This design comes from an exercise in tuning for small area and a short achievable clock period on the open sky130 flow, not from production work. Power is estimated from default activity; no workload was simulated.

==> inputs of trial 71 <==
// movavg
module movavg(
    input logic clk,
    input logic reset,
    input logic [63:0] din,
    output logic [63:0] dout
);
Settings: LEC_CHECK=0, CAP_MARGIN=20, CORE_MARGIN=2, CORE_UTILIZATION=40, SETUP_SLACK_MARGIN=3.0, SLEW_MARGIN=20; clock period 7.5 ns.
standard.sh (not shown) runs the stock make flow with config.mk's settings and CLKGATE_MAP_FILE= SYNTH_SCRIPT=/design/flow/synth_recipe.tcl, a recipe that flattens the netlist after the stock synthesis.
==> flow/flow/run.sh <==
#!/bin/bash
set -euo pipefail
export BUFFER_PORTS_ARGS="-buffer_cell sky130_fd_sc_hd__buf_2"
bash standard.sh > standard_make.log 2>&1
==> trial 76: changes against trial 71 <==
- SETUP_SLACK_MARGIN: 3.0 -> 1.5
==> results.txt <==
Result of the run: trial 71 timing/DRC/antenna clean; trial 76 timing/DRC/antenna clean
Worst hold margin: trial 71 555 ps; trial 76 554 ps
Worst Setup Slack post-DPL: trial 71 1350 ps; trial 76 902 ps
Share of cell area taken by flip-flops and latches: trial 71 0.242; trial 76 0.258
P&R area growth vs syn: trial 71 21.2%; trial 76 13.8%
Total wire length: trial 71 30700 um; trial 76 29400 um
Worst path arrival time: trial 71 4360 ps; trial 76 4480 ps
Sum of internal, switching and leakage power: trial 71 3.92 mW; trial 76 3.63 mW
Wire length on met1: trial 71 14200 um; trial 76 13700 um
Fraction of met2 tracks used by global routing: trial 71 0.310; trial 76 0.303
Post-Place Cell Area: trial 71 14000 sq um; trial 76 13800 sq um
Worst slew pin tran: trial 71 897 ps; trial 76 978 ps
Startpoint of the worst register-to-register path: trial 71 s2[0]; trial 76 s1[0]
Met2 wire length: trial 71 14900 um; trial 76 14200 um
Function was not checked in any run of this note: the RTL went through the layout flow alone.

* * *

==> v36 <==
movavg, a different RTL version from the one above (not shown whole).
Settings: LEC_CHECK=0, CAP_MARGIN=20, CORE_MARGIN=2, CORE_UTILIZATION=65, CTS_BUF_LIST=sky130_fd_sc_hd__clkbuf_4 sky130_fd_sc_hd__clkbuf_8, PLACE_DENSITY=0.75, SLEW_MARGIN=20; clock period 7.5 ns.
==> flow/flow/run.sh <==
#!/bin/bash
set -euo pipefail
export BUFFER_PORTS_ARGS="-buffer_cell sky130_fd_sc_hd__buf_2"
python3 flow/mknet.py sp8 > netlist.v 2> mknet.log
bash standard.sh VERILOG_FILES="$PWD/netlist.v" ADDER_MAP_FILE= finish > standard_make.log 2>&1
==> flow/flow/mknet.py <==
#!/usr/bin/env python3
"""Writes the movavg design as a netlist: the registers, their clears and the carry-save
rows as sky130 cells, the carry-propagate adder as plain logic for synthesis to map.

    dout = din + t1 + t2 + t3, with t1, t2, t3 the last three samples.
    (s1, c1) = full adders on t1, t2, t3          (register outputs only)
    x1 = s1 ^ c1, y1 = s1 & c1                     (half adders, still off the din path)
    s2 = din ^ x1, c2 = y1 | (din & x1)            (adds din to the carry-save pair)
    g = s2 & c2, p = s2 ^ c2, then a prefix adder.
usage: mknet.py PREFIX_KIND > netlist.v     (PREFIX_KIND: sk, sp4, sp8, ks, bk)"""
import sys

N = 64
P = "sky130_fd_sc_hd__"
kind = sys.argv[1] if len(sys.argv) > 1 else "sp8"
out = []
wires = []
assigns = []
ncell = [0]


def cell(typ, **pins):
    ncell[0] += 1
    conn = ", ".join(f".{k}({v})" for k, v in pins.items())
    out.append(f"  {P}{typ} hm_{ncell[0]} ({conn});")


def wire(name):
    wires.append(name)
    return name


# registers and their synchronous clears
for i in range(N):
    for r, src in (("t1", f"din[{i}]"), ("t2", f"t1[{i}]"), ("t3", f"t2[{i}]")):
        d = wire(f"d_{r}_{i}")
        cell("nor2b_1", A="reset", B_N=src, Y=d)
        out.append(f"  {P}dfxtp_1 \\{r}[{i}]$_SDFF_PP0_  (.CLK(clk), .D({d}), .Q({r}[{i}]));")

# carry-save rows and generate/propagate
g = ["1'b0"] * N
p = [None] * N
for i in range(N):
    s1 = wire(f"s1_{i}")
    if i < N - 1:
        k1 = wire(f"k1_{i}")
        cell("fa_1", A=f"t1[{i}]", B=f"t2[{i}]", CIN=f"t3[{i}]", SUM=s1, COUT=k1)
    else:
        k1 = wire(f"k1_{i}")
        cell("fa_1", A=f"t1[{i}]", B=f"t2[{i}]", CIN=f"t3[{i}]", SUM=s1, COUT=k1)
    if i == 0:
        x1, y1 = s1, None
    else:
        x1, y1 = wire(f"x1_{i}"), wire(f"y1_{i}")
        cell("ha_1", A=s1, B=f"k1_{i-1}", SUM=x1, COUT=y1)
    s2n = wire(f"s2n_{i}")
    cell("xnor2_1", A=f"din[{i}]", B=x1, Y=s2n)
    if i < N - 1:
        c2n = wire(f"c2n_{i+1}")
        if y1 is None:
            cell("nand2_1", A=f"din[{i}]", B=x1, Y=c2n)
        else:
            cell("a21oi_1", A1=f"din[{i}]", A2=x1, B1=y1, Y=c2n)
    if i == 0:
        p[0] = wire("p_0")
        cell("inv_1", A=s2n, Y=p[0])
    else:
        g[i], p[i] = wire(f"g_{i}"), wire(f"p_{i}")
        cell("nor2_1", A=s2n, B=f"c2n_{i}", Y=g[i])
        cell("xor2_1", A=s2n, B=f"c2n_{i}", X=p[i])

# prefix network (plain logic)
nw = [0]


def w(expr):
    nw[0] += 1
    nm = wire(f"pf_{nw[0]}")
    assigns.append(f"  assign {nm} = {expr};")
    return nm


def comb(Gh, Ph, Gl, Pl, needp=True):
    G = w(f"{Gh} | ({Ph} & {Gl})")
    Pn = w(f"{Ph} & {Pl}") if needp else None
    return G, Pn


G, Pp = list(g), list(p)
if kind in ("sk", "ks", "bk"):
    if kind == "ks":
        d = 1
        while d < N:
            nG, nP = list(G), list(Pp)
            for i in range(d, N):
                nG[i], nP[i] = comb(G[i], Pp[i], G[i - d], Pp[i - d])
            G, Pp = nG, nP
            d *= 2
    elif kind == "sk":
        d = 1
        while d < N:
            nG, nP = list(G), list(Pp)
            for i in range(N):
                if (i // d) % 2 == 1:
                    j = (i // d) * d - 1
                    nG[i], nP[i] = comb(G[i], Pp[i], G[j], Pp[j])
            G, Pp = nG, nP
            d *= 2
    else:
        d = 1
        while d < N:
            for i in range(2 * d - 1, N, 2 * d):
                G[i], Pp[i] = comb(G[i], Pp[i], G[i - d], Pp[i - d])
            d *= 2
        d = N // 4
        while d >= 1:
            for i in range(3 * d - 1, N, 2 * d):
                G[i], _ = comb(G[i], Pp[i], G[i - d], Pp[i - d], False)
            d //= 2
else:
    k = int(kind[2:])
    ng = N // k
    LG, LP = list(g), list(p)
    for gi in range(ng):
        base = gi * k
        d = 1
        while d < k:
            nLG, nLP = list(LG), list(LP)
            for i in range(base, base + k):
                if ((i - base) // d) % 2 == 1:
                    j = base + ((i - base) // d) * d - 1
                    nLG[i], nLP[i] = comb(LG[i], LP[i], LG[j], LP[j])
            LG, LP = nLG, nLP
            d *= 2
    GG = [LG[gi * k + k - 1] for gi in range(ng)]
    GP = [LP[gi * k + k - 1] for gi in range(ng)]
    d = 1
    while d < ng:
        nG, nP = list(GG), list(GP)
        for i in range(ng):
            if (i // d) % 2 == 1:
                j = (i // d) * d - 1
                nG[i], nP[i] = comb(GG[i], GP[i], GG[j], GP[j])
        GG, GP = nG, nP
        d *= 2
    for i in range(N):
        gi = i // k
        G[i] = LG[i] if gi == 0 else w(f"{LG[i]} | ({LP[i]} & {GG[gi - 1]})")

for i in range(N):
    if i == 0:
        assigns.append(f"  assign dout[0] = {p[0]};")
    else:
        assigns.append(f"  assign dout[{i}] = {p[i]} ^ {G[i - 1]};")

print("// Generated by mknet.py " + kind)
print("module movavg(clk, reset, din, dout);")
print("  input clk;\n  input reset;\n  input [63:0] din;\n  output [63:0] dout;")
print("  wire [63:0] t1, t2, t3;")
for x in wires:
    print(f"  wire {x};")
print("\n".join(out))
print("\n".join(assigns))
print("endmodule")
==> v37 (differences from v36) <==
==> flow/flow/run.sh (replaced) <==
#!/bin/bash
set -euo pipefail
export BUFFER_PORTS_ARGS="-buffer_cell sky130_fd_sc_hd__buf_2"
python3 flow/mknet.py hks > netlist.v 2> mknet.log
bash standard.sh VERILOG_FILES="$PWD/netlist.v" ADDER_MAP_FILE= finish > standard_make.log 2>&1
--- a/flow/flow/mknet.py
+++ b/flow/flow/mknet.py
@@ -70,4 +70,99 @@
         cell("xor2_1", A=s2n, B=f"c2n_{i}", X=p[i])
 
+# hand-mapped Sklansky prefix (kind "hsk"): alternating AOI/OAI levels, inverters only where
+# a node's polarity does not match its partner's.
+inv_cache = {}
+
+
+def inv(net):
+    if net not in inv_cache:
+        n = wire(f"iv_{len(inv_cache)}")
+        cell("inv_1", A=net, Y=n)
+        inv_cache[net] = n
+    return inv_cache[net]
+
+
+def as_pol(sig, pol):
+    net, sp = sig
+    return net if sp == pol else inv(net)
+
+
+def combine(nh, nl, tag):
+    """(G, P, lo) of group hi combined with the adjacent lower group."""
+    Gh, Ph, loh = nh
+    Gl, Pl, lol = nl
+    lo = lol
+    if Gl is None:          # the lower group holds bit 0 only, which never generates
+        return [Gh, None, lo]
+    needp = lo > 1          # groups that reach bit 1 are complete (bit 0 never generates)
+    ins = [Gh, Ph, Gl] + ([Pl] if needp else [])
+    ntrue = sum(1 for s in ins if s[1])
+    pol_in = ntrue * 2 >= len(ins)
+    gh, ph, gl = as_pol(Gh, pol_in), as_pol(Ph, pol_in), as_pol(Gl, pol_in)
+    go = wire(f"G{tag}")
+    if pol_in:
+        cell("a21oi_1", A1=ph, A2=gl, B1=gh, Y=go)
+    else:
+        cell("o21ai_1", A1=ph, A2=gl, B1=gh, Y=go)
+    po = None
+    if needp:
+        pl = as_pol(Pl, pol_in)
+        pn = wire(f"P{tag}")
+        cell("nand2_1" if pol_in else "nor2_1", A=ph, B=pl, Y=pn)
+        po = (pn, not pol_in)
+    return [(go, not pol_in), po, lo]
+
+
+if kind in ("hsk", "hhc", "hks"):
+    node = [[(g[i], True) if i else None, (p[i], True), i] for i in range(N)]
+    if kind == "hsk":
+        d = 1
+        while d < N:
+            new = list(node)
+            for i in range(N):
+                if (i // d) % 2 == 1:
+                    j = (i // d) * d - 1
+                    new[i] = combine(node[i], node[j], f"{d}_{i}")
+            node = new
+            d *= 2
+    elif kind == "hks":
+        d = 1
+        while d < N:
+            new = list(node)
+            for i in range(d, N):
+                if node[i][2] > 1:
+                    new[i] = combine(node[i], node[i - d], f"{d}_{i}")
+            node = new
+            d *= 2
+    else:
+        # Han-Carlson: odd nodes pair up, Kogge-Stone among odd nodes, then even nodes
+        new = list(node)
+        for i in range(1, N, 2):
+            new[i] = combine(node[i], node[i - 1], f"a_{i}")
+        node = new
+        d = 2
+        while d < N:
+            new = list(node)
+            for i in range(1, N, 2):
+                if i - d >= 0 and node[i][2] > 1:
+                    new[i] = combine(node[i], node[i - d], f"{d}_{i}")
+            node = new
+            d *= 2
+        new = list(node)
+        for i in range(2, N, 2):
+            new[i] = combine(node[i], node[i - 1], f"e_{i}")
+        node = new
+    for i in range(N):
+        if i <= 1:
+            assigns.append(f"  assign dout[{i}] = {p[i]};")
+            continue
+        C = node[i - 1][0]
+        assert node[i - 1][2] <= 1, (i, node[i - 1][2])
+        if C[1]:
+            cell("xor2_1", A=p[i], B=C[0], X=f"dout[{i}]")
+        else:
+            cell("xnor2_1", A=p[i], B=C[0], Y=f"dout[{i}]")
+    kind = "done"
+
 # prefix network (plain logic)
 nw = [0]
@@ -88,5 +183,7 @@
 
 G, Pp = list(g), list(p)
-if kind in ("sk", "ks", "bk"):
+if kind == "done":
+    pass
+elif kind in ("sk", "ks", "bk"):
     if kind == "ks":
         d = 1
@@ -148,5 +245,5 @@
         G[i] = LG[i] if gi == 0 else w(f"{LG[i]} | ({LP[i]} & {GG[gi - 1]})")
 
-for i in range(N):
+for i in range(N if kind != "done" else 0):
     if i == 0:
         assigns.append(f"  assign dout[0] = {p[0]};")
- SETUP_SLACK_MARGIN: not set -> 1.5
==> v9 (differences from v36) <==
==> flow/flow/run.sh (replaced) <==
#!/bin/bash
set -euo pipefail
export BUFFER_PORTS_ARGS="-buffer_cell sky130_fd_sc_hd__buf_2"
python3 flow/mknet.py hhc > netlist.v 2> mknet.log
bash standard.sh VERILOG_FILES="$PWD/netlist.v" ADDER_MAP_FILE= finish > standard_make.log 2>&1
--- a/flow/flow/mknet.py
+++ b/flow/flow/mknet.py
@@ -70,4 +70,99 @@
         cell("xor2_1", A=s2n, B=f"c2n_{i}", X=p[i])
 
+# hand-mapped Sklansky prefix (kind "hsk"): alternating AOI/OAI levels, inverters only where
+# a node's polarity does not match its partner's.
+inv_cache = {}
+
+
+def inv(net):
+    if net not in inv_cache:
+        n = wire(f"iv_{len(inv_cache)}")
+        cell("inv_1", A=net, Y=n)
+        inv_cache[net] = n
+    return inv_cache[net]
+
+
+def as_pol(sig, pol):
+    net, sp = sig
+    return net if sp == pol else inv(net)
+
+
+def combine(nh, nl, tag):
+    """(G, P, lo) of group hi combined with the adjacent lower group."""
+    Gh, Ph, loh = nh
+    Gl, Pl, lol = nl
+    lo = lol
+    if Gl is None:          # the lower group holds bit 0 only, which never generates
+        return [Gh, None, lo]
+    needp = lo > 1          # groups that reach bit 1 are complete (bit 0 never generates)
+    ins = [Gh, Ph, Gl] + ([Pl] if needp else [])
+    ntrue = sum(1 for s in ins if s[1])
+    pol_in = ntrue * 2 >= len(ins)
+    gh, ph, gl = as_pol(Gh, pol_in), as_pol(Ph, pol_in), as_pol(Gl, pol_in)
+    go = wire(f"G{tag}")
+    if pol_in:
+        cell("a21oi_1", A1=ph, A2=gl, B1=gh, Y=go)
+    else:
+        cell("o21ai_1", A1=ph, A2=gl, B1=gh, Y=go)
+    po = None
+    if needp:
+        pl = as_pol(Pl, pol_in)
+        pn = wire(f"P{tag}")
+        cell("nand2_1" if pol_in else "nor2_1", A=ph, B=pl, Y=pn)
+        po = (pn, not pol_in)
+    return [(go, not pol_in), po, lo]
+
+
+if kind in ("hsk", "hhc", "hks"):
+    node = [[(g[i], True) if i else None, (p[i], True), i] for i in range(N)]
+    if kind == "hsk":
+        d = 1
+        while d < N:
+            new = list(node)
+            for i in range(N):
+                if (i // d) % 2 == 1:
+                    j = (i // d) * d - 1
+                    new[i] = combine(node[i], node[j], f"{d}_{i}")
+            node = new
+            d *= 2
+    elif kind == "hks":
+        d = 1
+        while d < N:
+            new = list(node)
+            for i in range(d, N):
+                if node[i][2] > 1:
+                    new[i] = combine(node[i], node[i - d], f"{d}_{i}")
+            node = new
+            d *= 2
+    else:
+        # Han-Carlson: odd nodes pair up, Kogge-Stone among odd nodes, then even nodes
+        new = list(node)
+        for i in range(1, N, 2):
+            new[i] = combine(node[i], node[i - 1], f"a_{i}")
+        node = new
+        d = 2
+        while d < N:
+            new = list(node)
+            for i in range(1, N, 2):
+                if i - d >= 0 and node[i][2] > 1:
+                    new[i] = combine(node[i], node[i - d], f"{d}_{i}")
+            node = new
+            d *= 2
+        new = list(node)
+        for i in range(2, N, 2):
+            new[i] = combine(node[i], node[i - 1], f"e_{i}")
+        node = new
+    for i in range(N):
+        if i <= 1:
+            assigns.append(f"  assign dout[{i}] = {p[i]};")
+            continue
+        C = node[i - 1][0]
+        assert node[i - 1][2] <= 1, (i, node[i - 1][2])
+        if C[1]:
+            cell("xor2_1", A=p[i], B=C[0], X=f"dout[{i}]")
+        else:
+            cell("xnor2_1", A=p[i], B=C[0], Y=f"dout[{i}]")
+    kind = "done"
+
 # prefix network (plain logic)
 nw = [0]
@@ -88,5 +183,7 @@
 
 G, Pp = list(g), list(p)
-if kind in ("sk", "ks", "bk"):
+if kind == "done":
+    pass
+elif kind in ("sk", "ks", "bk"):
     if kind == "ks":
         d = 1
@@ -148,5 +245,5 @@
         G[i] = LG[i] if gi == 0 else w(f"{LG[i]} | ({LP[i]} & {GG[gi - 1]})")
 
-for i in range(N):
+for i in range(N if kind != "done" else 0):
     if i == 0:
         assigns.append(f"  assign dout[0] = {p[0]};")
- SETUP_SLACK_MARGIN: not set -> 1.5
==> results.txt <==
|  | v36 | v9 | v37 |
|---|---|---|---|
| Cell with the most instances after synthesis | sky130_fd_sc_hd__nor2b_1 | - | sky130_fd_sc_hd__a21oi_1 |
| Delay contributed by the slowest stage of the critical path | 0.55 ns | 0.49 ns | 0.59 ns |
| Share of synthesized cell area in full adder, half adder and majority cells | 19.6% | 19.2% | 17.4% |
| Estimated wirelength of the detail-placed design | 14100 um | 18100 um | 27400 um |
| Top routing layer in use | met5 | met4 | met4 |
| Total via count in the routed design | 7236 | 8066 | 10449 |
| Final layout net count | 1384 | 1493 | 1741 |
| Sequential fraction of the synthesis area | 36.5% | 35.6% | 32.4% |
| Detail Route met3 WL | 620 um | 915 um | 2180 um |
| Unrepaired setup endpoints after global routing | no | yes | no |
| Share of final-layout standard cells stronger than drive strength 1 | 14.5% | 12.4% | 10.3% |
| Power per cell area | 238 mW/mm^2 | 245 mW/mm^2 | 250 mW/mm^2 |
| Library cells used by synthesis | 48 | 12 | 12 |
| Tap Cells | 216 | 220 | 229 |
| Maximum clock frequency | 156 MHz | 178 MHz | 170 MHz |
| First-pass GRT wire length | 32100 um | 37900 um | 54000 um |
| Routed wire length on met2 | 8610 um | 10700 um | 16900 um |
| Multi-input gate area | 0.00662 mm^2 | 0.00687 mm^2 | 0.00795 mm^2 |
| Cell with the largest stage delay on the worst path | sky130_fd_sc_hd__o31ai_1 | sky130_fd_sc_hd__fa_1 | sky130_fd_sc_hd__a21oi_1 |
| Outcome | finished clean | finished clean | finished clean |
| Post-placement cell area | 0.0114 mm^2 | 0.0117 mm^2 | 0.0128 mm^2 |
| Antenna fix cells | 2 | 0 | 0 |
| Share of power burned in the clock network | 24.1% | 23.6% | 21.9% |
| Final weighted congestion in routability-driven placement | 0.793 | 0.969 | 1.00 |
| Cell type with the highest occurrence count on the critical path | sky130_fd_sc_hd__a21oi_1 | - | sky130_fd_sc_hd__a21oi_1 |
| Hold Crit Start | t2[31]$_SDFF_PP0_ | t2[23]$_SDFF_PP0_ | t1[57]$_SDFF_PP0_ |
No functional check of the RTL was part of any run of this note.

-- what the ideal ports hide --
How much do the figures lean on ideal ports? The routed layouts below were timed once more, with nothing changed but the port constraints.
Step 1, drivers: a clkbuf_16 drives clk and a buf_2 each remaining input, both assumed.
Step 2 times the ports against the registers' clock, not the clock port: input delays grow and output delays shrink by t, the midpoint of the rising clock arrivals with the driver on.
a / b / c = ideal ports / drivers / drivers and shift; a / b = the first two.
run	t, ns	setup WS [ns]	worst setup path after step 2
trial 71	0.488	1.643 / 1.615 / 1.615	input to output
trial 76	0.485	1.524 / 1.487 / 1.487	input to output
v36	0.496	1.109 / 1.069 / 1.086	input to output
v37	0.518	1.627 / 1.582 / 1.641	input to output
v9	0.512	1.868 / 1.824 / 1.863	input to output
After both steps every run listed still meets setup and hold. For trial 76, which loses most, drivers alone change the setup slack by -0.037 ns; drivers and shift together by -0.037 ns.
